From an optimization exercise on the open Yosys and OpenROAD flow, aimed at small area; shortcuts taken in it are not production practice.
Where RTL was checked, it was by simulation tests only, not by an equivalence proof against the original.
No functional check of the RTL was part of runs 1, 2 and 5.
The clock cells of runs 2 to 5 come from the design's own scripts or RTL, not from TritonCTS.
The flow treats the clock pin as an ideal source. Dropping or thinning the clock tree relies on that and would not hold on a real chip.
Power figures rest on the tool's default switching activity, not on a simulated workload.

==> flow/config.mk <==
export PLATFORM = sky130hd
export DESIGN_NAME = fdi_core
export DESIGN_NICKNAME = fdi_core
export VERILOG_FILES = /design/flow/design.v
export SDC_FILE = /design/flow/constraint.sdc
export NUM_CORES = 4
export LEC_CHECK = 0
export CAP_MARGIN = 0
export CORE_MARGIN = 2
export CORE_UTILIZATION = 40
export SLEW_MARGIN = 0
==> flow/constraint.sdc <==
create_clock -name core_clock -period 8.0 [get_ports {clk}]
set_input_delay 1.6000 -clock core_clock [delete_from_list [all_inputs] [get_ports {clk}]]
set_output_delay 1.6000 -clock core_clock [all_outputs]
set_load 0.01 [all_outputs]
==> flow/design.v <==
`timescale 1 ns / 1 ps
module fdi_core
(
  input  wire         clk,
  input  wire         aresetn,
  input  wire [15:0]  tx_cfg_i,
  input  wire         dac_locked_i,
  input  wire         dac_valid_i,
  output wire         tx_flag_o,
  output wire         dac_rst_o,
  output wire [13:0]  dac_dat_a_o,
  output wire [13:0]  dac_dat_b_o,
  input  wire [13:0]  adc_dat_a_i,
  input  wire         adc_valid_i,
  output wire         daq_done_o,
  output wire [15:0]  bram_addr_o,
  output wire [15:0]  bram_wrdata_o,
  output wire         bram_we_o
);
  wire       rst   = ~aresetn;
  wire       srst  = tx_cfg_i[15];
  wire       en    = tx_cfg_i[14];
  wire [2:0] ord   = tx_cfg_i[13:11];
  wire [2:0] rep_i = tx_cfg_i[10:8];
  wire [7:0] sel   = tx_cfg_i[7:0];
  reg       en_last;
  reg       busy;
  reg       div_clk;
  reg [7:0] cnt;
  reg [2:0] q;
  wire       pos     = busy | q[0];
  wire [2:0] rep_cnt = busy ? q : 3'd1;
  reg [12:0] p;
  wire match = (cnt == sel);
  always @(posedge clk) begin
    if (rst) begin
      cnt     <= 8'd1;
      div_clk <= 1'b0;
    end else begin
      cnt     <= match ? 8'd1 : cnt + 8'd1;
      div_clk <= match;
    end
  end
  reg tap;
  always @* begin
    case (ord)
      3'd0: tap = p[1];
      3'd1: tap = p[1];
      3'd2: tap = p[2] ^ p[3] ^ p[4];
      3'd3: tap = p[4];
      3'd4: tap = p[3];
      3'd5: tap = p[2];
      3'd6: tap = p[6] ^ p[8] ^ p[11];
      default: tap = p[9] ^ p[10] ^ p[12];
    endcase
  end
  wire fb = ~(p[0] ^ tap);
  wire [7:0] ins = 8'd1 << ord;                
  wire [12:0] p_shift = {1'b0, p[12:1]} | ({13{fb}} & {ins, 5'd0});
  wire zero  = (p == 13'd0);                   
  wire shift = pos & div_clk;
  wire last  = (q == rep_i);                   
  wire wrap  = div_clk & busy & zero;          
  wire term  = wrap & last;                    
  reg       pos_n, busy_n;
  reg [2:0] rep_n;
  always @* begin
    pos_n  = pos;
    busy_n = busy;
    rep_n  = rep_cnt;
    if (srst) begin
      pos_n = 1'b0;
    end else if (~en_last & en) begin
      pos_n = 1'b1;
    end else if (term) begin
      pos_n = 1'b0;
    end
    if (srst) begin
      busy_n = 1'b0;
      rep_n  = 3'd1;
    end else if (shift) begin
      busy_n = ~term;
      if (wrap)
        rep_n = last ? 3'd1 : rep_cnt + 3'd1;
    end
  end
  always @(posedge clk) begin
    if (rst) begin
      en_last <= 1'b0;
      busy    <= 1'b0;
      q       <= 3'd0;
    end else begin
      en_last <= en;
      busy    <= busy_n;
      q       <= busy_n ? rep_n : {2'b00, pos_n};
    end
  end
  always @(posedge clk) begin
    if (rst | srst)
      p <= 13'd0;
    else if (shift)
      p <= p_shift;
  end
  assign tx_flag_o = busy;
  wire dac_ok = dac_locked_i & dac_valid_i;
  reg  dac_rst_r, dac_a_hi, busy_d;
  always @(posedge clk) begin
    dac_rst_r <= ~dac_ok;
    dac_a_hi  <= dac_ok & ~(busy & p[1]);
    busy_d    <= busy;
  end
  assign dac_rst_o   = dac_rst_r;
  assign dac_dat_a_o = {dac_a_hi, 1'b0, {12{~dac_rst_r & busy_d}}};
  assign dac_dat_b_o = {~dac_rst_r & ~busy_d, 1'b0, {12{~dac_rst_r}}};
  reg [13:0] adc_r;
  always @(posedge clk)
    adc_r <= adc_dat_a_i;
  reg        ntrig;
  reg        done;
  reg [15:0] r;
  localparam [16:0] R_END = 17'h15402;    
  wire trig   = ~ntrig;
  wire idle   = ntrig & ~done;
  wire done_r = ntrig & r[1];
  wire r_end;
  always @(posedge clk) begin
    if (rst) begin
      ntrig <= 1'b1;
      done  <= 1'b0;
    end else if (ntrig) begin
      if (~done & tx_flag_o)
        ntrig <= 1'b0;                           
      done <= done & tx_flag_o;                  
    end else if (r_end) begin
      ntrig <= 1'b1;                             
      done  <= 1'b1;
    end else
      done  <= ~r[15];                           
  end
  always @(posedge clk) begin
    if (rst)
      r[1] <= 1'b0;
    else if (ntrig)
      r[1] <= done;                              
    else
      r[1] <= ~r[0] & ~r_end;
    r[0]    <= ~ntrig & ~(done ^ r[13]);
    r[15:2] <= ntrig ? 14'd0 : ~r[14:1];
  end
  assign r_end = ({done, r} == R_END);
  reg [15:0] addr;
  reg [15:0] wdata;
  reg        we;
  always @(posedge clk) begin
    if (rst | idle)
      addr <= 16'd0;
    else if (adc_valid_i)
      addr <= addr + 16'd1;
  end
  always @(posedge clk) begin
    we    <= trig & adc_valid_i;
    wdata <= ~(trig & adc_valid_i) ? 16'd0 :
             tx_flag_o ? {{3{adc_r[13]}}, ~adc_r[12:0]} : 16'h7FFF;
  end
  assign daq_done_o    = done_r;
  assign bram_addr_o   = addr;
  assign bram_wrdata_o = wdata;
  assign bram_we_o     = we;
endmodule
==> flow/flow/run.sh <==
#!/bin/bash
# Layout flow: the standard synthesis, then an area-oriented re-mapping of
# the combinational logic between the unchanged flip-flops (same instances,
# names and cell type; the smallest of a few ABC scripts is kept), then the
# standard ORFS layout with the ports buffered by the smallest buffer and the
# clock tree rebuilt after CTS as two levels of inverters, a root inverter
# driving one inverter per cluster of flip-flops, the smallest such tree
# that keeps the clock-pin slew low (flow/clocktree.tcl).
set -euo pipefail
WORK=$(pwd)
PLAT=$FLOW_HOME/platforms/sky130hd
LIB=$PLAT/lib/sky130_fd_sc_hd__tt_025C_1v80.lib
RES=$WORK/orfs/results/sky130hd/fdi_core/base
YOSYS=$(command -v yosys || echo "$FLOW_HOME/../tools/install/yosys/bin/yosys")

KNOBS=(
  BUFFER_PORTS_ARGS="-buffer_cell sky130_fd_sc_hd__buf_1"
  CTS_ARGS="-sink_clustering_enable -repair_clock_nets -dont_use_dummy_load"
  POST_CTS_TCL="$(pwd)/flow/clocktree.tcl"
  CLK_TREES="5 sky130_fd_sc_hd__inv_6 sky130_fd_sc_hd__inv_4 4 sky130_fd_sc_hd__inv_8 sky130_fd_sc_hd__inv_4 6 sky130_fd_sc_hd__inv_6 sky130_fd_sc_hd__inv_4 5 sky130_fd_sc_hd__inv_8 sky130_fd_sc_hd__inv_4 7 sky130_fd_sc_hd__inv_6 sky130_fd_sc_hd__inv_4 6 sky130_fd_sc_hd__inv_8 sky130_fd_sc_hd__inv_6 7 sky130_fd_sc_hd__inv_8 sky130_fd_sc_hd__inv_6 8 sky130_fd_sc_hd__inv_8 sky130_fd_sc_hd__inv_8"
  CLK_SLEW_NS=0.110
)

# 1. standard synthesis
bash standard.sh "${KNOBS[@]}" synth > make_synth.log 2>&1
cp "$RES/1_2_yosys.v" "$WORK/std_netlist.v"

# 2. re-map the combinational logic for area
DONT_USE=$(sed -n '/DONT_USE_CELLS += /,/^#/p' "$PLAT/config.mk" | grep -oE 'sky130_fd_sc_hd__[a-z0-9_]+' | sed 's/^/-dont_use /' | tr '\n' ' ')
best=""; best_area=""
for s in "$WORK"/flow/area*.abc; do
  n=$(basename "$s" .abc)
  cat > "$WORK/reopt_$n.ys" <<EOS
read_liberty -ignore_miss_func $LIB
blackbox sky130_fd_sc_hd__dfxtp_1
read_verilog $WORK/std_netlist.v
hierarchy -top $FLOW_TOP
flatten
opt -purge
abc -liberty $LIB $DONT_USE -script $s
read_liberty -lib -ignore_redef $LIB
opt_clean -purge
splitnets
opt_clean -purge
hilomap -singleton -hicell sky130_fd_sc_hd__conb_1 HI -locell sky130_fd_sc_hd__conb_1 LO
insbuf -buf sky130_fd_sc_hd__buf_4 A X
tee -o $WORK/reopt_$n.stat stat -liberty $LIB
check -assert -mapped
write_verilog -nohex -nodec $WORK/reopt_$n.v
EOS
  if "$YOSYS" -s "$WORK/reopt_$n.ys" > "yosys_reopt_$n.log" 2>&1; then
    a=$(grep -oE "Chip area for module .*: [0-9.]+" "$WORK/reopt_$n.stat" | grep -oE "[0-9.]+$")
    echo "$n $a" >> reopt_areas.log
    if [[ -z "$best" ]] || awk "BEGIN{exit !($a < $best_area)}"; then best=$n; best_area=$a; fi
  fi
done
echo "chosen $best $best_area" >> reopt_areas.log

# the flip-flops must be exactly those of the standard synthesis
diff <(grep -E '^\s*sky130_fd_sc_hd__df' "$WORK/std_netlist.v" | sort) \
     <(grep -E '^\s*sky130_fd_sc_hd__df' "$WORK/reopt_$best.v" | sort) > ff_diff.log

cp "$WORK/reopt_$best.v" "$RES/1_2_yosys.v"
rm -f "$RES/1_synth.odb"

# 3. layout
bash standard.sh "${KNOBS[@]}" finish > make_finish.log 2>&1
==> flow/flow/area1.abc <==
strash
dc2
strash
&get -n
&deepsyn -T 30
&dch -f
&nf -a
&put
topo
==> flow/flow/area2.abc <==
strash
dc2
strash
&get -n
&deepsyn -T 30
&dch -f
&nf -a -R 1000
&put
topo
==> flow/flow/area3.abc <==
strash
dc2
strash
&get -n
&deepsyn -T 30 -S 7
&dch -f
&nf -a -R 1000
&put
topo
==> flow/flow/clocktree.tcl <==
# Replace the clock tree that CTS built with a smaller one: the clock port
# drives one root inverter, which drives a few leaf inverters, each feeding
# one cluster of flip-flops (k-means on the flip-flop locations, balanced in
# size). Two inverter levels give the flip-flops the clock's polarity, and
# every flip-flop sits behind the same two levels.
#
# The configurations in CLK_TREES ("leaves leaf_cell root_cell ...") are
# tried from the first; the first whose worst flip-flop clock-pin slew, with
# placement parasitics, is at most CLK_SLEW_NS is kept (else the last).

set trees [expr {[info exists ::env(CLK_TREES)] ? $::env(CLK_TREES) : "6 sky130_fd_sc_hd__inv_8 sky130_fd_sc_hd__inv_6"}]
set slew_target [expr {[info exists ::env(CLK_SLEW_NS)] ? $::env(CLK_SLEW_NS) : 0.110}]

set db [ord::get_db]
set block [ord::get_db_block]
set clk_net [[$block findBTerm clk] getNet]

proc pin_of {inst dir} {
  foreach it [$inst getITerms] {
    if {$dir eq "in" && [$it isInputSignal]} { return $it }
    if {$dir eq "out" && [$it isOutputSignal]} { return $it }
  }
  error "no $dir pin on [$inst getName]"
}

# flip-flop clock pins and their locations
set sinks {}
set pts {}
foreach inst [$block getInsts] {
  if {[string match "sky130_fd_sc_hd__df*" [[$inst getMaster] getName]]} {
    lappend sinks [$inst findITerm CLK]
    set b [$inst getBBox]
    lappend pts [list [expr {([$b xMin] + [$b xMax]) / 2}] [expr {([$b yMin] + [$b yMax]) / 2}]]
  }
}
set n [llength $pts]

# remove the clock tree cells (CTS's buffers, or a tree built here) and nets
proc remove_tree {} {
  global block clk_net sinks
  foreach inst [$block getInsts] {
    set name [$inst getName]
    set m [[$inst getMaster] getName]
    if {([string match "sky130_fd_sc_hd__clkbuf*" $m] && [string match "clkbuf_*" $name])
        || [string match "clkleaf_*" $name] || $name eq "clkroot"} {
      odb::dbInst_destroy $inst
    }
  }
  foreach net [$block getNets] {
    if {$net ne $clk_net && [$net getSigType] eq "CLOCK" && [llength [$net getITerms]] == 0} {
      odb::dbNet_destroy $net
    }
  }
  foreach it $sinks {
    if {[$it getNet] ne "NULL"} { $it disconnect }
  }
}

proc dist {p c} {
  return [expr {abs([lindex $p 0] - [lindex $c 0]) + abs([lindex $p 1] - [lindex $c 1])}]
}

# balanced k-means clusters: returns {centres assignment}
proc clusters {nleaf} {
  global pts n
  set sorted [lsort -integer -index 0 $pts]
  set cent {}
  for {set k 0} {$k < $nleaf} {incr k} {
    lappend cent [lindex $sorted [expr {int(($k + 0.5) * $n / $nleaf)}]]
  }
  for {set iter 0} {$iter < 50} {incr iter} {
    set assign {}
    foreach p $pts {
      set best 0; set bd 1e30
      for {set k 0} {$k < $nleaf} {incr k} {
        set d [dist $p [lindex $cent $k]]
        if {$d < $bd} { set bd $d; set best $k }
      }
      lappend assign $best
    }
    set cent [centres $nleaf $assign $cent]
  }
  # balance: each flip-flop to the nearest centre with room left, the
  # flip-flops with the most to lose first
  set cap [expr {($n + $nleaf - 1) / $nleaf}]
  set order {}
  set i 0
  foreach p $pts {
    set ds {}
    foreach c $cent { lappend ds [dist $p $c] }
    set s [lsort -real $ds]
    lappend order [list $i [expr {[lindex $s 1] - [lindex $s 0]}] $ds]
    incr i
  }
  set room [lrepeat $nleaf $cap]
  set assign [lrepeat $n 0]
  foreach o [lsort -real -decreasing -index 1 $order] {
    set ds [lindex $o 2]
    set best -1; set bd 1e30
    for {set k 0} {$k < $nleaf} {incr k} {
      if {[lindex $room $k] > 0 && [lindex $ds $k] < $bd} { set bd [lindex $ds $k]; set best $k }
    }
    lset assign [lindex $o 0] $best
    lset room $best [expr {[lindex $room $best] - 1}]
  }
  return [list [centres $nleaf $assign $cent] $assign]
}

proc centres {nleaf assign old} {
  global pts
  set newc {}
  for {set k 0} {$k < $nleaf} {incr k} {
    set sx 0; set sy 0; set cnt 0
    foreach p $pts a $assign {
      if {$a == $k} { set sx [expr {$sx + [lindex $p 0]}]; set sy [expr {$sy + [lindex $p 1]}]; incr cnt }
    }
    if {$cnt > 0} {
      lappend newc [list [expr {$sx / $cnt}] [expr {$sy / $cnt}]]
    } else {
      lappend newc [lindex $old $k]
    }
  }
  return $newc
}

proc build_tree {nleaf leaf_cell root_cell} {
  global db block clk_net sinks
  remove_tree
  lassign [clusters $nleaf] cent assign
  set sx 0; set sy 0
  foreach c $cent { set sx [expr {$sx + [lindex $c 0]}]; set sy [expr {$sy + [lindex $c 1]}] }
  set root [odb::dbInst_create $block [$db findMaster $root_cell] clkroot]
  $root setLocation [expr {int($sx / $nleaf)}] [expr {int($sy / $nleaf)}]
  $root setPlacementStatus PLACED
  [pin_of $root in] connect $clk_net
  set root_net [odb::dbNet_create $block clknet_root]
  $root_net setSigType CLOCK
  [pin_of $root out] connect $root_net
  for {set k 0} {$k < $nleaf} {incr k} {
    set c [lindex $cent $k]
    set leaf [odb::dbInst_create $block [$db findMaster $leaf_cell] clkleaf_$k]
    $leaf setLocation [lindex $c 0] [lindex $c 1]
    $leaf setPlacementStatus PLACED
    [pin_of $leaf in] connect $root_net
    set net [odb::dbNet_create $block clknet_leaf_$k]
    $net setSigType CLOCK
    [pin_of $leaf out] connect $net
    set cnt 0
    foreach it $sinks a $assign {
      if {$a == $k} { $it connect $net; incr cnt }
    }
    puts "clock leaf $k ($leaf_cell): $cnt flip-flops"
  }
}

proc worst_clk_slew {} {
  global block
  estimate_parasitics -placement
  set worst 0
  foreach net [$block getNets] {
    if {![string match "clknet_leaf_*" [$net getName]]} { continue }
    foreach pin [get_pins -of_objects [get_nets [$net getName]]] {
      set s [get_property $pin slew_max]
      if {$s > $worst} { set worst $s }
    }
  }
  return $worst
}

set_propagated_clock [all_clocks]
foreach {nleaf leaf_cell root_cell} $trees {
  build_tree $nleaf $leaf_cell $root_cell
  set s [worst_clk_slew]
  puts "clock tree: $nleaf x $leaf_cell, root $root_cell: worst clock-pin slew $s ns (placement estimate)"
  if {$s <= $slew_target} { break }
}

detailed_placement
check_placement -verbose
estimate_parasitics -placement
puts "clock tree kept: worst clock-pin slew [worst_clk_slew] ns after legalisation"
report_clock_skew
report_check_types -max_slew -max_capacitance -violators
==> flow/standard.sh <==
#!/bin/bash
# synth_recipe.tcl (not shown) runs the flow's synth.tcl, then flattens the netlist and writes it again
# the make line also repeats each setting of config.mk as NAME=value (left out here)
make -C /OpenROAD-flow-scripts/flow DESIGN_CONFIG=/design/flow/config.mk WORK_HOME=/design/flow/orfs CLKGATE_MAP_FILE= SYNTH_SCRIPT=/design/flow/synth_recipe.tcl "${@:-finish}"
==> results.py, run 1 <==
metrics = {
    "die": {
        "die_w_um": 96.4,
        "num_rows": 33,
        "fp.dieH_um": 96.4,
        "top_level_ports": 99,
        "start_util_pct": 41.4,
    },
    "run_status": {
        "haltStage": "clock tree synthesis (4_1_cts)",
        "status": "aborted with a tool error",
        "error": "Error: cts.tcl, 90 can't read \"block\": no such variable",
    },
    "logic_synthesis": {
        "yosysWarnings": 1,
        "synthCells": 349,
        "synthesis.area_um2": 3420,
        "syn-mean-instance-area_um2": 9.79,
    },
    "placed_design": {
        "dp.cells": 506,
        "portBuffers": 96,
        "dp_hpwl_um": 4360,
        "gp_congestion": 0.725,
    },
}
## power groups by stage
| stage | combinational [mW] | sequential, mW | clock (mW) |
|---|---|---|---|
| after floorplan | 0.0210 | 0.488 | 0 |
| after global placement | 0.0278 | 0.489 | 0 |
| after detailed placement | 0.0282 | 0.489 | 0 |
## through the flow
stage / worst slack [ns] / util [%] / hold slack [ns] / cell area [um2]
2_1_floorplan: 4.19 / - / 0.378 / 3420
3_3_place_gp: 3.86 / 43.3 / 0.386 / 3570
3_5_place_dp: 3.75 / 43.3 / 0.388 / 3570
## how the worst min path moves through the flow
stage / cells past startpoint / slack (ns) / endpoint
floorplan: 1 / 0.38 / r[13]
global placement: 1 / 0.39 / r[15]
detailed placement: 1 / 0.39 / r[15]
==> run 2: changes to the inputs <==
--- a/flow/flow/clocktree.tcl
+++ b/flow/flow/clocktree.tcl
@@ -8,12 +8,12 @@
 # tried from the first; the first whose worst flip-flop clock-pin slew, with
 # placement parasitics, is at most CLK_SLEW_NS is kept (else the last).
 
-set trees [expr {[info exists ::env(CLK_TREES)] ? $::env(CLK_TREES) : "6 sky130_fd_sc_hd__inv_8 sky130_fd_sc_hd__inv_6"}]
-set slew_target [expr {[info exists ::env(CLK_SLEW_NS)] ? $::env(CLK_SLEW_NS) : 0.110}]
+set ::trees [expr {[info exists ::env(CLK_TREES)] ? $::env(CLK_TREES) : "6 sky130_fd_sc_hd__inv_8 sky130_fd_sc_hd__inv_6"}]
+set ::slew_target [expr {[info exists ::env(CLK_SLEW_NS)] ? $::env(CLK_SLEW_NS) : 0.110}]
 
-set db [ord::get_db]
-set block [ord::get_db_block]
-set clk_net [[$block findBTerm clk] getNet]
+set ::db [ord::get_db]
+set ::block [ord::get_db_block]
+set ::clk_net [[$::block findBTerm clk] getNet]
 
 proc pin_of {inst dir} {
   foreach it [$inst getITerms] {
@@ -24,20 +24,23 @@
 }
 
 # flip-flop clock pins and their locations
-set sinks {}
-set pts {}
-foreach inst [$block getInsts] {
+set ::sinks {}
+set ::pts {}
+foreach inst [$::block getInsts] {
   if {[string match "sky130_fd_sc_hd__df*" [[$inst getMaster] getName]]} {
-    lappend sinks [$inst findITerm CLK]
+    lappend ::sinks [$inst findITerm CLK]
     set b [$inst getBBox]
-    lappend pts [list [expr {([$b xMin] + [$b xMax]) / 2}] [expr {([$b yMin] + [$b yMax]) / 2}]]
+    lappend ::pts [list [expr {([$b xMin] + [$b xMax]) / 2}] [expr {([$b yMin] + [$b yMax]) / 2}]]
   }
 }
-set n [llength $pts]
+set ::n [llength $::pts]
 
 # remove the clock tree cells (CTS's buffers, or a tree built here) and nets
 proc remove_tree {} {
   global block clk_net sinks
+  foreach it $sinks {
+    if {[$it getNet] ne "NULL"} { $it disconnect }
+  }
   foreach inst [$block getInsts] {
     set name [$inst getName]
     set m [[$inst getMaster] getName]
@@ -50,9 +53,6 @@
     if {$net ne $clk_net && [$net getSigType] eq "CLOCK" && [llength [$net getITerms]] == 0} {
       odb::dbNet_destroy $net
     }
-  }
-  foreach it $sinks {
-    if {[$it getNet] ne "NULL"} { $it disconnect }
   }
 }
 
@@ -168,11 +168,11 @@
 }
 
 set_propagated_clock [all_clocks]
-foreach {nleaf leaf_cell root_cell} $trees {
+foreach {nleaf leaf_cell root_cell} $::trees {
   build_tree $nleaf $leaf_cell $root_cell
   set s [worst_clk_slew]
   puts "clock tree: $nleaf x $leaf_cell, root $root_cell: worst clock-pin slew $s ns (placement estimate)"
-  if {$s <= $slew_target} { break }
+  if {$s <= $::slew_target} { break }
 }
 
 detailed_placement
==> run 2 against run 1 <==
Effect of this change: the run now finishes clean; synthesized cell count unchanged; area after synthesis did not move.
==> results.py, run 2 <==
metrics = {
    "clock_tree": {
        "clock_sinks": 94,
        "clock_latency_ns": 0.25,
        "clk_pin_slew_ns": 0.09,
    },
    "cells_and_area": {
        "drive_gt1_share_pct": 2.20,
        "final_common_cell": "buf_1",
        "nets": 446,
        "reg_top3": "addr: 16 flops, r: 16 flops, wdata: 15 flops",
        "stdcell_area_um2": 3640,
        "final_cell_mix": "buf_1, dfxtp_1, nor2_1",
        "antenna_cells": 0,
        "syn2layout_area_growth_pct": 6.59,
    },
    "drt": {
        "drc": 0,
        "vias": 2462,
        "first_pass_iters": 4,
        "vias_per_cell": 4.79,
        "antenna_left": 0,
        "drt_iter0_markers": 52,
        "routed_wl_um": 6090,
        "wl_per_cell_um": 11.8,
    },
    "timing": {
        "setup_viol": 0,
        "fin_setup_tns_ns": 0,
        "worstMarginPinSlew_ns": 0.936,
        "finalCritPeriodShare_pct": 50.0,
        "drv_slew": 0,
        "period_needed_ns": 4.00,
        "finalHoldViolCount": 0,
        "max_freq_ghz": 0.250,
        "slew_headroom_pct": 37.4,
        "fin_worst_skew_ns": 0.00707,
        "rsz0062_at_grt": "false",
    },
    "pwr": {
        "seqPwrFrac_pct": 68.9,
        "power.total_mw": 0.695,
        "pwr_density_cell_nw_per_um2": 191,
        "power.share.clock_pct": 27.1,
        "leakage_nw": 1.37,
        "swShare_pct": 26.5,
        "pwr-share-comb_pct": 4.0,
        "ir_drop_v": 0.0000836,
        "p_int_mw": 0.511,
        "p_switching_mw": 0.184,
    },
    "setup_path": {
        "slowest_stage": "and2_0",
        "reg2regPathDepth": 11,
        "critPathLaunch": "adc_valid_i",
        "crit_fanout": 5,
        "cp.depth": 12,
        "crit_chain": "buf_1 -> and3_1 -> and3_1 -> and2_0 -> and3_1 -> and2_0 -> and3_1 -> and2_0 -> and3_1 -> and2_0 -> and3_1 -> nor3_1",
        "worstPathRequired_ns": 8.14,
        "cp-end-kind": "flop",
        "path_buf_inv": 1,
        "cpPeakStageDelay_ns": 0.26,
        "cp_common_cell": "and3_1",
        "r2r_start": "addr[0]",
        "cp_data_arrival_time_ns": 4.14,
        "critical-path-top-delay-family": "simple AND/OR/NAND/NOR gates",
        "start_kind": "input pin",
        "critPathKind": "in -> reg",
    },
    "grt": {
        "grt_max_degree": 25,
        "overflow": 0,
        "grt_pass1_vias": 2137,
        "track_usage_pct": 12.9,
        "grt_pass1_wl_um": 9690,
        "antenna_found_initial": 0,
    },
    "logic_synthesis": {
        "yosysWarnings": 1,
        "synthCells": 349,
        "syn-mean-instance-area_um2": 9.79,
        "synthesis.area_um2": 3420,
    },
    "die": {
        "core_area_um2": 8260,
        "fp.dieH_um": 96.4,
        "die_area_um2": 9300,
        "die_w_um": 96.4,
        "start_util_pct": 41.4,
        "num_rows": 33,
        "top_level_ports": 99,
    },
    "placed_design": {
        "portBuffers": 96,
        "dp_hpwl_um": 4360,
        "placed_area_um2": 3570,
        "gp_congestion": 0.725,
    },
    "worst_hold_path": {
        "min_from": "r[14]",
        "hold_depth": 1,
        "min_path_type": "reg -> reg",
    },
    "run_status": {
        "status": "no timing/DRC/antenna violations",
    },
    "job": {
        "cap_violations": 0,
    },
}
[run 2: layout make-up]
| cell class | instances | area, um2 |
|---|---|---|
| Fill cell | 845 | 4620 |
| Inverter | 18 | 105 |
| Multi-Input combinational cell | 200 | 1160 |
| Sequential cell | 94 | 1880 |
| Tap cell | 105 | 131 |
| Timing Repair Buffer | 97 | 368 |
[run 2: power groups by stage]
stage          clock network, mW  logic [mW]  registers (mW)
3_5_place_dp                   0      0.0282           0.489
3_3_place_gp                   0      0.0278           0.489
6_report                   0.188      0.0280           0.479
5_1_grt                    0.215      0.0326           0.480
2_1_floorplan                  0      0.0210           0.488
[run 2: final timing paths]
check / end / slack (ns)
hold reg to reg: r[15] / 0.40
hold / removal: r[15] / 0.40
setup reg to reg: addr[15] / 5.17
setup / recovery: addr[15] / 4.00
[run 2: metrics by stage]
stage	hold slack [ns]	worst slack [ns]	std cells	utilization [%]
3_5_place_dp	0.388	3.75	506	43.3
5_1_grt	0.417	3.68	514	44.1
3_3_place_gp	0.386	3.86	506	43.3
6_report	0.398	4.00	514	44.1
2_1_floorplan	0.378	4.19	350	-
[run 2: worst reg2reg max path, delay by kind of cell (launching register included)]
| family | cells | cell delay, ns |
|---|---|---|
| DFF | 1 | 0.39 |
| and+or+nand+nor | 11 | 2.35 |
[run 2: routing by layer]
| metal | global-route usage (%) | up-vias | wire length [um] |
|---|---|---|---|
| li1 | - | 1271 | - |
| met1 | 16.2 | 1119 | 2690 |
| met2 | 22.3 | 65 | 2920 |
| met3 | 3.10 | 7 | 374 |
| met4 | 2.93 | 0 | 99 |
| met5 | 0 | - | 0 |
==> run 3: changes to the inputs <==
--- a/flow/design.v
+++ b/flow/design.v
@@ -103,15 +103,15 @@
   end
   assign tx_flag_o = busy;
   wire dac_ok = dac_locked_i & dac_valid_i;
-  reg  dac_rst_r, dac_a_hi, busy_d;
+  reg  dac_lo, dac_hi;
   always @(posedge clk) begin
-    dac_rst_r <= ~dac_ok;
-    dac_a_hi  <= dac_ok & ~(busy & p[1]);
-    busy_d    <= busy;
+    dac_lo <= dac_ok & busy;
+    dac_hi <= dac_ok & ~(busy & p[1]);
   end
-  assign dac_rst_o   = dac_rst_r;
-  assign dac_dat_a_o = {dac_a_hi, 1'b0, {12{~dac_rst_r & busy_d}}};
-  assign dac_dat_b_o = {~dac_rst_r & ~busy_d, 1'b0, {12{~dac_rst_r}}};
+  wire dac_ok_r = dac_lo | dac_hi;
+  assign dac_rst_o   = ~dac_ok_r;
+  assign dac_dat_a_o = {dac_hi, 1'b0, {12{dac_lo}}};
+  assign dac_dat_b_o = {dac_hi & ~dac_lo, 1'b0, {12{dac_ok_r}}};
   reg [13:0] adc_r;
   always @(posedge clk)
     adc_r <= adc_dat_a_i;
--- a/flow/flow/run.sh
+++ b/flow/flow/run.sh
@@ -27,8 +27,8 @@
 
 # 2. re-map the combinational logic for area
 DONT_USE=$(sed -n '/DONT_USE_CELLS += /,/^#/p' "$PLAT/config.mk" | grep -oE 'sky130_fd_sc_hd__[a-z0-9_]+' | sed 's/^/-dont_use /' | tr '\n' ' ')
-best=""; best_area=""
-for s in "$WORK"/flow/area*.abc; do
+reopt() {
+  local s=$1 n
   n=$(basename "$s" .abc)
   cat > "$WORK/reopt_$n.ys" <<EOS
 read_liberty -ignore_miss_func $LIB
@@ -48,11 +48,22 @@
 check -assert -mapped
 write_verilog -nohex -nodec $WORK/reopt_$n.v
 EOS
-  if "$YOSYS" -s "$WORK/reopt_$n.ys" > "yosys_reopt_$n.log" 2>&1; then
-    a=$(grep -oE "Chip area for module .*: [0-9.]+" "$WORK/reopt_$n.stat" | grep -oE "[0-9.]+$")
-    echo "$n $a" >> reopt_areas.log
-    if [[ -z "$best" ]] || awk "BEGIN{exit !($a < $best_area)}"; then best=$n; best_area=$a; fi
-  fi
+  "$YOSYS" -s "$WORK/reopt_$n.ys" > "yosys_reopt_$n.log" 2>&1 && touch "$WORK/reopt_$n.ok"
+}
+# run the scripts NUM_CORES at a time
+jobs_max=${NUM_CORES:-4}
+for s in "$WORK"/flow/area*.abc; do
+  while [[ $(jobs -rp | wc -l) -ge $jobs_max ]]; do sleep 1; done
+  reopt "$s" &
+done
+wait
+best=""; best_area=""
+for s in "$WORK"/flow/area*.abc; do
+  n=$(basename "$s" .abc)
+  [[ -f "$WORK/reopt_$n.ok" ]] || continue
+  a=$(grep -oE "Chip area for module .*: [0-9.]+" "$WORK/reopt_$n.stat" | grep -oE "[0-9.]+$")
+  echo "$n $a" >> reopt_areas.log
+  if [[ -z "$best" ]] || awk "BEGIN{exit !($a < $best_area)}"; then best=$n; best_area=$a; fi
 done
 echo "chosen $best $best_area" >> reopt_areas.log
 
==> flow/flow/area1.abc (replaced) <==
strash
dc2
strash
&get -n
&deepsyn -T 30 -S 1
&dch -f
&nf -a -R 1000
&put
topo
==> flow/flow/area2.abc (replaced) <==
strash
dc2
strash
&get -n
&deepsyn -T 30 -S 2
&dch -f
&nf -a -R 1000
&put
topo
==> flow/flow/area3.abc (replaced) <==
strash
dc2
strash
&get -n
&deepsyn -T 30 -S 3
&dch -f
&nf -a -R 1000
&put
topo
==> flow/flow/area4.abc (new file) <==
strash
dc2
strash
&get -n
&deepsyn -T 30 -S 4
&dch -f
&nf -a -R 1000
&put
topo
==> flow/flow/area5.abc (new file) <==
strash
dc2
strash
&get -n
&deepsyn -T 30 -S 5
&dch -f
&nf -a -R 1000
&put
topo
==> flow/flow/area6.abc (new file) <==
strash
dc2
strash
&get -n
&deepsyn -T 30 -S 6
&dch -f
&nf -a -R 1000
&put
topo
==> flow/flow/area7.abc (new file) <==
strash
dc2
strash
&get -n
&deepsyn -T 30 -S 7
&dch -f
&nf -a -R 1000
&put
topo
==> flow/flow/area8.abc (new file) <==
strash
dc2
strash
&get -n
&deepsyn -T 30 -S 8
&dch -f
&nf -a -R 1000
&put
topo
==> run 3 against run 2 <==
Effect of this change: worst setup slack lost 0.00070 ns; power is 1.3% lower; synthesized cell count decreased by 1.1%; sequential cell count is 1 lower; first-iteration DRC count rose by 27%; cell count fell by 0.97%; highest routed layer unchanged.
==> results.py, run 3 <==
metrics = {
    "clock_tree": {
        "clock_sinks": 93,
        "clk_pin_slew_ns": 0.10,
        "clock_latency_ns": 0.25,
    },
    "grt": {
        "overflow": 0,
        "grt_max_degree": 23,
        "antenna_found_initial": 0,
        "track_usage_pct": 12.8,
        "grt_pass1_vias": 2125,
        "grt_pass1_wl_um": 9560,
    },
    "die": {
        "die_area_um2": 9200,
        "num_rows": 33,
        "die_w_um": 95.9,
        "top_level_ports": 99,
        "start_util_pct": 41.1,
        "core_area_um2": 8220,
        "fp.dieH_um": 95.9,
    },
    "placed_design": {
        "placed_area_um2": 3530,
        "dp_hpwl_um": 4210,
        "gp_congestion": 0.756,
        "dp_worst_setup_slack_ns": 3.75,
        "portBuffers": 96,
    },
    "timing": {
        "setup_ws_ns": 4.00,
        "worstMarginPinSlew_ns": 1.22,
        "setup_viol": 0,
        "max_freq_ghz": 0.250,
        "fin_worst_skew_ns": 0.00806,
        "slew_headroom_pct": 18.2,
        "period_needed_ns": 4.00,
        "drv_slew": 0,
        "rsz0062_at_grt": "false",
        "fin_setup_tns_ns": 0,
        "finalHoldViolCount": 0,
        "finalCritPeriodShare_pct": 50.0,
    },
    "pwr": {
        "pwr_density_cell_nw_per_um2": 191,
        "ir_drop_v": 0.0000828,
        "leakage_nw": 1.35,
        "power.total_mw": 0.686,
    },
    "setup_path": {
        "cp-end-kind": "flop",
        "crit_fanout": 5,
        "critPathKind": "in -> reg",
        "cp_data_arrival_time_ns": 4.09,
        "r2r_start": "addr[0]",
        "worstPathRequired_ns": 8.09,
        "critPathLaunch": "adc_valid_i",
        "start_kind": "input pin",
    },
    "cells_and_area": {
        "stdcell_area_um2": 3600,
        "final_common_cell": "buf_1",
        "reg_top3": "addr: 16 flops, r: 16 flops, wdata: 15 flops",
        "antenna_cells": 0,
        "syn2layout_area_growth_pct": 6.44,
        "final_util_pct": 43.8,
        "nets": 441,
        "drive_gt1_share_pct": 1.98,
        "final_cell_mix": "buf_1, dfxtp_1, nor2_1",
    },
    "worst_hold_path": {
        "min_from": "r[4]",
        "min_path_type": "reg -> reg",
    },
    "logic_synthesis": {
        "synthCells": 345,
        "yosysWarnings": 1,
        "syn-mean-instance-area_um2": 9.80,
        "synthesis.area_um2": 3380,
    },
    "drt": {
        "wl_per_cell_um": 11.7,
        "first_pass_iters": 4,
        "antenna_left": 0,
        "vias": 2412,
        "routed_wl_um": 5950,
        "drt_iter0_markers": 66,
        "drc": 0,
        "vias_per_cell": 4.74,
    },
    "job": {
        "cap_violations": 0,
    },
    "run_status": {
        "status": "no timing/DRC/antenna violations",
    },
}
-- run 3: stage by stage --
step | hold slack [ns] | std cells
floorplan | 0.378 | 346
global placement | 0.391 | 501
detailed placement | 0.395 | 501
global route | 0.422 | 509
finish | 0.408 | 509
-- run 3: report_power, final --
group / internal [mW] / total [mW] / switching [mW]
logic: 0.0112 / 0.0263 / 0.0151
clock network: 0.0240 / 0.187 / 0.163
registers: 0.469 / 0.473 / 0.00368
total: 0.505 / 0.686 / 0.182
-- run 3: worst paths after layout --
check | endpoint | depth (start not counted) | slack, ns
max | addr[15] | 12 | 4.00
min | r[5] | 1 | 0.41
max reg2reg | addr[15] | 11 | 5.12
min reg2reg | r[5] | 1 | 0.41
-- run 3: worst max-delay path, cell delays in order --
cell	delay, ns
buf_1	0.16
and3_1	0.23
and3_1	0.22
and2_0	0.25
and3_1	0.22
and2_0	0.24
and3_1	0.22
and2_0	0.25
and3_1	0.23
and2_0	0.24
and3_1	0.18
nor3_1	0.04
-- run 3: routing by layer --
layer | up-vias | global-route usage (%) | wire length, um | share of wire (%)
met3 | 10 | 2.27 | 326 | 5.5
li1 | 1256 | - | - | -
met2 | 64 | 22.8 | 2840 | 48
met5 | - | 0 | 0 | 0
met4 | 0 | 3.45 | 124 | 2.1
met1 | 1082 | 15.9 | 2660 | 45
-- run 3: area by class of cell --
type / count / area (um2)
fill: 831 / 4620
inverter: 17 / 101
sequential: 93 / 1860
tap: 105 / 131
multi-input combinational: 198 / 1140
timing repair buffer: 96 / 360
==> run 4: changes to the inputs <==
--- a/flow/config.mk
+++ b/flow/config.mk
@@ -7,5 +7,6 @@
 export LEC_CHECK = 0
 export CAP_MARGIN = 0
 export CORE_MARGIN = 2
-export CORE_UTILIZATION = 40
+export CORE_UTILIZATION = 65
+export PLACE_DENSITY = 0.75
 export SLEW_MARGIN = 0
==> run 4 against run 3 <==
Effect of this change: sequential cell count unchanged; critical path type unchanged; design area fell by 1.4%; global-route usage increased by 6.5 points; largest cell class unchanged; sequential power about the same; still clean; critical path depth stayed put; maximum frequency down 0.25%; wire length fell by 7.0%.
==> results.py, run 4 <==
metrics = {
    "cells_and_area": {
        "stdcell_area_um2": 3550,
        "final_cell_mix": "buf_1, dfxtp_1, nor2_1",
        "ff_latch_area_um2": 1860,
        "multi_input_area_um2": 1140,
        "syn2layout_area_growth_pct": 5.00,
        "drive_gt1_share_pct": 1.49,
        "antenna_cells": 0,
        "reg_top3": "addr: 16 flops, r: 16 flops, wdata: 15 flops",
        "final_util_pct": 69.9,
        "final_common_cell": "buf_1",
        "nFillCells": 428,
        "nets": 439,
    },
    "drt": {
        "wl_per_cell_um": 11.7,
        "drc": 0,
        "first_pass_iters": 6,
        "vias_per_cell": 5.13,
        "drt_iter0_markers": 83,
        "routed_wl_um": 5530,
        "antenna_left": 0,
        "vias": 2420,
    },
    "placed_design": {
        "gp_congestion": 0.805,
        "placed_area_um2": 3490,
        "portBuffers": 96,
        "dp_hpwl_um": 3980,
    },
    "die": {
        "fp.dieH_um": 76.1,
        "num_rows": 26,
        "top_level_ports": 99,
        "die_w_um": 76.1,
        "die_area_um2": 5790,
        "core_area_um2": 5070,
        "start_util_pct": 66.6,
    },
    "setup_path": {
        "worstPathRequired_ns": 8.07,
        "critPathKind": "in -> reg",
        "r2r_start": "addr[0]",
        "rr_endpoint": "addr[15]",
        "cp-end-kind": "flop",
        "reg2regPathDepth": 11,
        "start_kind": "input pin",
        "crit_fanout": 5,
        "crit_end": "addr[15]",
        "reg2reg_slack_ns": 5.13,
        "critPathLaunch": "adc_valid_i",
        "cp_data_arrival_time_ns": 4.08,
    },
    "clock_tree": {
        "clock_latency_ns": 0.23,
        "clk_pin_slew_ns": 0.10,
        "clock_sinks": 93,
    },
    "timing": {
        "worstMarginPinSlew_ns": 1.19,
        "drv_slew": 0,
        "hold_ws_ns": 0.400,
        "fin_setup_tns_ns": 0,
        "period_needed_ns": 4.01,
        "max_freq_ghz": 0.250,
        "setup_viol": 0,
        "rsz0062_at_grt": "false",
        "slew_headroom_pct": 19.9,
        "finalHoldViolCount": 0,
        "finalCritPeriodShare_pct": 50.1,
        "fin_worst_skew_ns": 0.00982,
    },
    "grt": {
        "overflow": 0,
        "antenna_found_initial": 0,
        "grt_pass1_vias": 2178,
        "grt_max_degree": 23,
        "grt_pass1_wl_um": 9580,
        "track_usage_pct": 19.3,
    },
    "pwr": {
        "leakage_nw": 1.35,
        "power.total_mw": 0.676,
        "pwr_density_cell_nw_per_um2": 191,
        "ir_drop_v": 0.000116,
    },
    "logic_synthesis": {
        "yosysWarnings": 1,
        "syn-mean-instance-area_um2": 9.80,
        "synthesis.area_um2": 3380,
        "synthCells": 345,
    },
    "run_status": {
        "status": "no timing/DRC/antenna violations",
    },
    "worst_hold_path": {
        "min_path_type": "reg -> reg",
    },
    "job": {
        "cap_violations": 0,
    },
}
-- run 4: per-stage QoR --
stage	instances	worst slack, ns
global placement	466	3.87
detailed placement	466	3.77
floorplan	346	4.20
global route	472	3.71
finish	472	3.99
-- run 4: how the worst min path moves through the flow --
stage | startpoint | endpoint | slack (ns) | cells past startpoint
3_5_place_dp | adc_r[4] | wdata[4] | 0.39 | 1
6_report | adc_r[6] | wdata[6] | 0.40 | 1
2_1_floorplan | r[14] | r[15] | 0.38 | 1
5_1_grt | adc_r[5] | wdata[5] | 0.42 | 1
3_3_place_gp | adc_r[2] | wdata[2] | 0.39 | 1
-- run 4: area by class of cell --
type | instances | area share [%]
Timing Repair Buffer | 96 | 10.2
Sequential cell | 93 | 52.5
Multi-Input combinational cell | 198 | 32.2
Tap cell | 70 | 2.47
Inverter | 15 | 2.72
-- run 4: critical path: stages --
cell    delay, ns
buf_1        0.15
and3_1       0.23
and3_1       0.21
and2_0       0.25
and3_1       0.22
and2_0       0.23
and3_1       0.22
and2_0       0.24
and3_1       0.22
and2_0       0.25
and3_1       0.19
nor3_1       0.04
-- run 4: report_power, final --
part	total [mW]	switching [mW]	internal [mW]
Clock	0.177	0.154	0.0238
Sequential	0.473	0.00364	0.469
Combinational	0.0261	0.0150	0.0112
-- run 4: layer usage --
metal  routed length [um]  track usage, %  vias up
li1                     -               -     1250
met1                 2400            23.0     1098
met2                 2800            36.3       68
met3                  292            3.55        4
met4                   39            4.00        0
met5                    0               0        -
==> run 5: changes to the inputs <==
--- a/flow/design.v
+++ b/flow/design.v
@@ -149,21 +149,23 @@
   end
   assign r_end = ({done, r} == R_END);
   reg [15:0] addr;
-  reg [15:0] wdata;
-  reg        we;
+  reg [12:0] wlo;       
+  reg        wp;        
+  reg        wq;        
   always @(posedge clk) begin
     if (rst | idle)
       addr <= 16'd0;
     else if (adc_valid_i)
       addr <= addr + 16'd1;
   end
+  wire tv = trig & adc_valid_i;
   always @(posedge clk) begin
-    we    <= trig & adc_valid_i;
-    wdata <= ~(trig & adc_valid_i) ? 16'd0 :
-             tx_flag_o ? {{3{adc_r[13]}}, ~adc_r[12:0]} : 16'h7FFF;
+    wlo <= ~tv ? 13'd0 : tx_flag_o ? ~adc_r[12:0] : 13'h1FFF;
+    wp  <= tv & (~tx_flag_o | adc_r[13]);
+    wq  <= tv & tx_flag_o;
   end
   assign daq_done_o    = done_r;
   assign bram_addr_o   = addr;
-  assign bram_wrdata_o = wdata;
-  assign bram_we_o     = we;
+  assign bram_wrdata_o = {wp & wq, wp, wp, wlo};
+  assign bram_we_o     = wp | wq;
 endmodule
--- a/flow/config.mk
+++ b/flow/config.mk
@@ -7,6 +7,5 @@
 export LEC_CHECK = 0
 export CAP_MARGIN = 0
 export CORE_MARGIN = 2
-export CORE_UTILIZATION = 65
-export PLACE_DENSITY = 0.75
+export CORE_UTILIZATION = 40
 export SLEW_MARGIN = 0
==> run 5 against run 4 <==
Effect of this change: design area up 1.4%; worst setup slack better by 0.067 ns; utilization down 26 points; clock skew down 0.00061 ns; combinational power up 5%; register-to-register slack better by 0.07 ns; synthesized cell count up 3.8%; critical path type unchanged; critical endpoint unchanged; largest cell class unchanged.
==> results.py, run 5 <==
metrics = {
    "timing": {
        "max_freq_ghz": 0.254,
        "setup_viol": 0,
        "fin_worst_skew_ns": 0.00921,
        "worstMarginPinSlew_ns": 0.879,
        "fin_setup_tns_ns": 0,
        "slew_headroom_pct": 41.2,
        "finalHoldViolCount": 0,
        "period_needed_ns": 3.94,
        "rsz0062_at_grt": "false",
        "drv_slew": 0,
        "finalCritPeriodShare_pct": 49.3,
    },
    "logic_synthesis": {
        "yosysWarnings": 1,
        "syn-mean-instance-area_um2": 9.46,
        "synthCells": 358,
        "synthesis.area_um2": 3390,
    },
    "die": {
        "start_util_pct": 41.2,
        "top_level_ports": 99,
        "die_area_um2": 9220,
        "fp.dieH_um": 96.0,
        "num_rows": 33,
        "core_area_um2": 8220,
        "die_w_um": 96.0,
    },
    "placed_design": {
        "gp_congestion": 0.785,
        "portBuffers": 96,
        "dp_hpwl_um": 4410,
    },
    "grt": {
        "grt_max_degree": 23,
        "grt_pass1_vias": 2126,
        "track_usage_pct": 12.5,
        "antenna_found_initial": 0,
        "overflow": 0,
        "grt_pass1_wl_um": 9360,
    },
    "setup_path": {
        "worstPathRequired_ns": 8.13,
        "critPathKind": "in -> reg",
        "cp_data_arrival_time_ns": 4.07,
        "cpPeakStageDelay_ns": 0.25,
        "slowest_stage": "and2_0",
        "cp_common_cell": "and3_1",
        "crit_chain": "buf_1 -> and3_1 -> and3_1 -> and2_0 -> and3_1 -> and2_0 -> and3_1 -> and2_0 -> and3_1 -> and2_0 -> and3_1 -> nor3_1",
        "start_kind": "input pin",
        "cp-end-kind": "flop",
        "crit_fanout": 5,
    },
    "drt": {
        "antenna_left": 0,
        "routed_wl_um": 6010,
        "drc": 0,
        "first_pass_iters": 4,
        "vias_per_cell": 4.75,
        "drt_iter0_markers": 45,
        "vias": 2476,
        "wl_per_cell_um": 11.5,
    },
    "pwr": {
        "p_switching_mw": 0.174,
        "pwr_density_cell_nw_per_um2": 187,
        "leakage_nw": 1.33,
        "power.share.clock_pct": 26.2,
        "ir_drop_v": 0.0000884,
        "seqPwrFrac_pct": 69.7,
        "pwr-share-comb_pct": 4.1,
        "p_int_mw": 0.497,
        "swShare_pct": 25.9,
    },
    "cells_and_area": {
        "nets": 453,
        "reg_top3": "addr: 16 flops, r: 16 flops, adc_r: 14 flops",
        "final_cell_mix": "buf_1, dfxtp_1, nor2_1",
        "drive_gt1_share_pct": 1.92,
        "syn2layout_area_growth_pct": 6.17,
        "final_common_cell": "buf_1",
        "antenna_cells": 0,
        "final_util_pct": 43.8,
        "nFillCells": 818,
    },
    "clock_tree": {
        "clk_pin_slew_ns": 0.10,
        "clock_sinks": 92,
        "clock_latency_ns": 0.24,
    },
    "worst_hold_path": {
        "min_path_type": "reg -> reg",
    },
    "job": {
        "cap_violations": 0,
    },
    "run_status": {
        "status": "no timing/DRC/antenna violations",
    },
}
run 5: cell types whose count changed in the layout (fill, tap and decap cells not counted), moves of 2 or more:
cell	previous run	this run
a21oi_1	28	34
a22oi_1	5	0
a31oi_1	1	5
and3_1	11	8
clkinv_1	9	11
inv_6	0	6
inv_8	5	0
nand2_1	9	19
nor2_1	39	44
nor4_1	5	3
run 5: final timing paths:
| check | start | cells past startpoint | end | slack, ns |
|---|---|---|---|---|
| worst min register to register | r[4] | 1 | r[5] | 0.40 |
| worst max-delay path | adc_valid_i | 12 | addr[15] | 4.06 |
| worst min-delay path | r[4] | 1 | r[5] | 0.40 |
| worst max register to register | addr[0] | 11 | addr[15] | 5.20 |
run 5: stage by stage:
step	power [mW]	setup WS (ns)	instance area (um2)	cells	hold WS (ns)
6_report	0.671	4.06	3600	521	0.401
5_1_grt	0.701	3.85	3600	521	0.422
3_3_place_gp	0.505	3.90	3540	514	0.388
3_5_place_dp	0.506	3.83	3540	514	0.390
2_1_floorplan	0.498	4.20	3390	359	0.378
run 5: area by class of cell:
class	count	area, um2	area share [%]
Tap cell	105	131	3.65
Timing Repair Buffer	97	368	10.2
Inverter	18	100	2.78
Sequential cell	92	1840	51.2
Multi-Input combinational cell	209	1160	32.1
run 5: metal layers:
metal,share of wire (%),up-vias,GRT usage [%]
li1,-,1297,-
met1,46,1104,15.4
met2,46,66,22.2
met3,6.0,9,2.66
met4,2.0,0,3.10
met5,0,-,0
run 5: critical path, delay by kind of cell:
kind | cells | cell delay (ns)
AND/OR/NAND/NOR | 11 | 2.30
buffers and inverters | 1 | 0.16
run 5: power groups by stage:
| stage | Combinational (mW) | Clock, mW | Sequential [mW] |
|---|---|---|---|
| floorplan | 0.0207 | 0 | 0.477 |
| global placement | 0.0273 | 0 | 0.478 |
| detailed placement | 0.0278 | 0 | 0.478 |
| global route | 0.0321 | 0.200 | 0.469 |
| finish | 0.0275 | 0.176 | 0.468 |

## re-timing with driven ports
In the flow no input, the clock included, has a driving cell. The finished layouts below were timed again as built, in two steps.
Step 1, drivers: a clkbuf_16 drives clk and a buf_2 each remaining input, both assumed.
Step 2 also shifts input and output timing later by t, the mid clock arrival at the registers, as if the neighbouring blocks saw the same clock.
Three values: ideal, step 1, step 2; two values: the first two.
run	shift t [ns]	setup slack, ns	latest minus earliest clock arrival (ns)	worst register clock-pin slew, ns	cell pins on the clock port's net
run 2	0.281	4.003 / 4.008 / 3.727	0.007 / 0.007	0.10 / 0.10	1
run 3	0.277	4.002 / 4.012 / 3.734	0.008 / 0.009	0.10 / 0.10	1
run 4	0.262	3.992 / 3.997 / 3.735	0.011 / 0.011	0.10 / 0.10	1
run 5	0.266	4.059 / 4.060 / 3.794	0.010 / 0.010	0.10 / 0.10	1
After both steps every run listed still meets setup and hold. The setup slack of run 2, which loses most, moves by +0.005 ns with the drivers and by -0.276 ns with both steps.
